What follows belongs to an exercise in optimizing a design on an open flow for small area and a short achievable clock period; a production flow would make more cautious choices. Function was checked by simulation only, so behaviour that the tests miss may differ from the original. Power figures rest on the tool's default switching activity, not on a simulated workload.

==> run Z: inputs <==
Design rf_alu, start of the top module:
module rf_alu(
    input         clk,
    input         rst,
    input         WriteEnable,
    input  [4:0]  rs1,
    input  [4:0]  rs2,
    input  [4:0]  rd,
    input  [31:0] WriteData,
    input  [3:0]  ALUControl,
    output [31:0] ReadData1,
    output [31:0] ReadData2,
    output [31:0] ALUResult,
    output        Zero
);
==> module alu_ao8, before the edit <==
module alu_ao8(input [7:0] d, input [7:0] s, output y);
assign y = |(d & s);
endmodule
==> module alu_shl, before the edit <==
module alu_shl(input [31:0] x, input rv, input [4:0] sh, output [31:0] y);
wire [3:0] s1 = 4'b0001 << sh[1:0];
wire [3:0] sf = s1 & {4{~rv}};
wire [3:0] sr = s1 & {4{rv}};
wire [3:0] s2 = 4'b0001 << sh[3:2];
wire [31:0] t1, t2;
genvar i;
generate for (i = 0; i < 32; i = i + 1) begin : st
    if (i >= 3) begin : a
        alu_ao8 a(.d({x[i-3], x[i-2], x[i-1], x[i], x[34-i], x[33-i], x[32-i], x[31-i]}),
                  .s({sf, sr}), .y(t1[i]));
    end else if (i == 2) begin : a
        assign t1[i] = (x[2] & sf[0]) | (x[1] & sf[1]) | (x[0] & sf[2])
                     | (x[29] & sr[0]) | (x[30] & sr[1]) | (x[31] & sr[2]);
    end else if (i == 1) begin : a
        assign t1[i] = (x[1] & sf[0]) | (x[0] & sf[1]) | (x[30] & sr[0]) | (x[31] & sr[1]);
    end else begin : a
        assign t1[i] = (x[0] & sf[0]) | (x[31] & sr[0]);
    end
    if (i >= 12) begin : b
        alu_ao4 b(.d({t1[i-12], t1[i-8], t1[i-4], t1[i]}), .s(s2), .y(t2[i]));
    end else if (i >= 8) begin : b
        assign t2[i] = (t1[i] & s2[0]) | (t1[i-4] & s2[1]) | (t1[i-8] & s2[2]);
    end else if (i >= 4) begin : b
        assign t2[i] = (t1[i] & s2[0]) | (t1[i-4] & s2[1]);
    end else begin : b
        assign t2[i] = t1[i] & s2[0];
    end
    if (i >= 16) begin : c
        alu_mx2 c(.a(t2[i]), .b(t2[i-16]), .s(sh[4]), .y(y[i]));
    end else begin : c
        assign y[i] = t2[i] & ~sh[4];
    end
end endgenerate
endmodule
==> module alu, before the edit <==
module alu(
    input  [31:0] A,
    input  [31:0] B,
    input  [3:0]  ALUControl,
    output [31:0] ALUResult,
    output Zero
);
wire [3:0] c = ALUControl;
wire s_and = (c == 4'b0000);
wire s_or  = (c == 4'b0001);
wire s_add = (c == 4'b0010) | (c == 4'b0110);
wire s_xor = (c == 4'b0011);
wire s_sll = (c == 4'b0100);
wire s_srl = (c == 4'b0101);
wire s_eq  = (c == 4'b0111);
wire sub   = c[2];
wire [31:0] sum, p, g;
alu_add add(.a(A), .b(B), .sub(sub), .s(sum), .p(p), .g(g));
function [31:0] rev(input [31:0] x);
    integer k;
    for (k = 0; k < 32; k = k + 1) rev[k] = x[31-k];
endfunction
wire [31:0] shin = c[0] ? rev(A) : A;
wire [31:0] shl;
alu_shl sh(.x(A), .rv(c[0]), .sh(B[4:0]), .y(shl));
wire [31:0] shr = rev(shl);
wire [31:0] o  = p | g;
wire        eq = &p;
wire [31:0] lg = (g & {32{s_and}}) | (o & {32{s_or}}) | (p & {32{s_xor}})
               | {31'd0, eq & s_eq};
genvar i;
generate for (i = 0; i < 32; i = i + 1) begin : rb
    alu_res r(.sum(sum[i]), .sl(shl[i]), .sr(shr[i]), .lg(lg[i]),
              .s_add(s_add), .s_sll(s_sll), .s_srl(s_srl), .y(ALUResult[i]));
end endgenerate
wire add_zero = ~|(p ^ {o[30:0], 1'b0});
wire [31:0] nz;
genvar k;
generate for (k = 0; k < 32; k = k + 1) begin : pz
    assign nz[k] = |shin[k:0];
end endgenerate
wire [31:0] zs = 32'd1 << B[4:0];
wire sh_zero  = ~|(zs & rev(nz));
assign Zero = (s_and & ~|g) | (s_or & ~|o) | ((c == 4'b0010) & add_zero)
            | ((c == 4'b0110) & eq) | (s_xor & ~|p) | ((s_sll | s_srl) & sh_zero)
            | (s_eq & ~eq) | ~(s_and | s_or | s_add | s_xor | s_sll | s_srl | s_eq);
endmodule
Settings: LEC_CHECK=0, CAP_MARGIN=20, CORE_MARGIN=2, CORE_UTILIZATION=50, CTS_BUF_LIST=sky130_fd_sc_hd__clkbuf_8, SETUP_SLACK_MARGIN=3, SLEW_MARGIN=20, SYNTH_HIERARCHICAL=1, SYNTH_MINIMUM_KEEP_SIZE=0; clock period 11.0 ns.
run.sh (not shown) runs the stock make flow with config.mk's settings and CLKGATE_MAP_FILE= SYNTH_SCRIPT=/design/flow/synth_recipe.tcl, a recipe that flattens the netlist after the stock synthesis.
==> inputs of run M, as changes to run Z <==
--- a/flow/design.v
+++ b/flow/design.v
@@ -433,27 +433,20 @@
 module alu_mx2(input a, input b, input s, output y);
 assign y = s ? b : a;
 endmodule
-module alu_ao8(input [7:0] d, input [7:0] s, output y);
-assign y = |(d & s);
-endmodule
-module alu_shl(input [31:0] x, input rv, input [4:0] sh, output [31:0] y);
+module alu_shl(input [31:0] x, input [4:0] sh, output [31:0] y);
 wire [3:0] s1 = 4'b0001 << sh[1:0];
-wire [3:0] sf = s1 & {4{~rv}};
-wire [3:0] sr = s1 & {4{rv}};
 wire [3:0] s2 = 4'b0001 << sh[3:2];
 wire [31:0] t1, t2;
 genvar i;
 generate for (i = 0; i < 32; i = i + 1) begin : st
     if (i >= 3) begin : a
-        alu_ao8 a(.d({x[i-3], x[i-2], x[i-1], x[i], x[34-i], x[33-i], x[32-i], x[31-i]}),
-                  .s({sf, sr}), .y(t1[i]));
+        alu_ao4 a(.d({x[i-3], x[i-2], x[i-1], x[i]}), .s(s1), .y(t1[i]));
     end else if (i == 2) begin : a
-        assign t1[i] = (x[2] & sf[0]) | (x[1] & sf[1]) | (x[0] & sf[2])
-                     | (x[29] & sr[0]) | (x[30] & sr[1]) | (x[31] & sr[2]);
+        assign t1[i] = (x[2] & s1[0]) | (x[1] & s1[1]) | (x[0] & s1[2]);
     end else if (i == 1) begin : a
-        assign t1[i] = (x[1] & sf[0]) | (x[0] & sf[1]) | (x[30] & sr[0]) | (x[31] & sr[1]);
+        assign t1[i] = (x[1] & s1[0]) | (x[0] & s1[1]);
     end else begin : a
-        assign t1[i] = (x[0] & sf[0]) | (x[31] & sr[0]);
+        assign t1[i] = x[0] & s1[0];
     end
     if (i >= 12) begin : b
         alu_ao4 b(.d({t1[i-12], t1[i-8], t1[i-4], t1[i]}), .s(s2), .y(t2[i]));
@@ -499,7 +492,7 @@
 endfunction
 wire [31:0] shin = c[0] ? rev(A) : A;
 wire [31:0] shl;
-alu_shl sh(.x(A), .rv(c[0]), .sh(B[4:0]), .y(shl));
+alu_shl sh(.x(shin), .sh(B[4:0]), .y(shl));
 wire [31:0] shr = rev(shl);
 wire [31:0] o  = p | g;
 wire        eq = &p;
==> notes.md <==
- Run M completed without violations. Run Z finished clean.
- Against run Z, the wire length of run M is lower by about 5%.
- Between run Z and run M, the lower synthesized cell count is in run M (gap about 1.7%, measured against run M).
- Against run M, the worst setup slack of run Z is worse by 330 ps.
- Against run Z, the global-route usage of run M is lower by 2.1 points.
- Synthesized area: run Z is larger than run M (0.90%).
- Clock skew is the same in run Z and run M.
- Against run M, the clock power of run Z is smaller by about 3%.
- Sequential power is about the same in run Z and run M.
- Against run M, the critical path depth of run Z is lower by 2.
- Cell count: run Z is higher than run M (1.6%).
- Between run M and run Z, the lower clock-buffer cell count is in run Z (gap 6).

## afterwards: timing with drivers on the ports
Ports are ideal in the flow. The routed layouts listed here were re-timed in OpenROAD. Step 1 assumes that a clkbuf_16 drives the clock port and a buf_2 every other input. Step 2 moves the port delays by t, midway between the first and last clock arrival at a register: inputs arrive t later, outputs are due t later. That takes back most of the time a late clock gives input paths. Three values: ideal, step 1, step 2; two values: the first two.
| run | t, ns | slack for setup (ns) | worst data-port slew with drivers (ns) | cell pins on the clock port's net |
|---|---|---|---|---|
| run Z | 0.923 | 1.762 / 1.708 / 1.708 | 0.13 | 1 |
| run M | 0.926 | 2.094 / 2.042 / 2.042 | 0.13 | 1 |
After both steps every run listed still meets setup and hold. The setup slack of run Z, which loses most, moves by -0.054 ns with the drivers and by -0.054 ns with both steps.
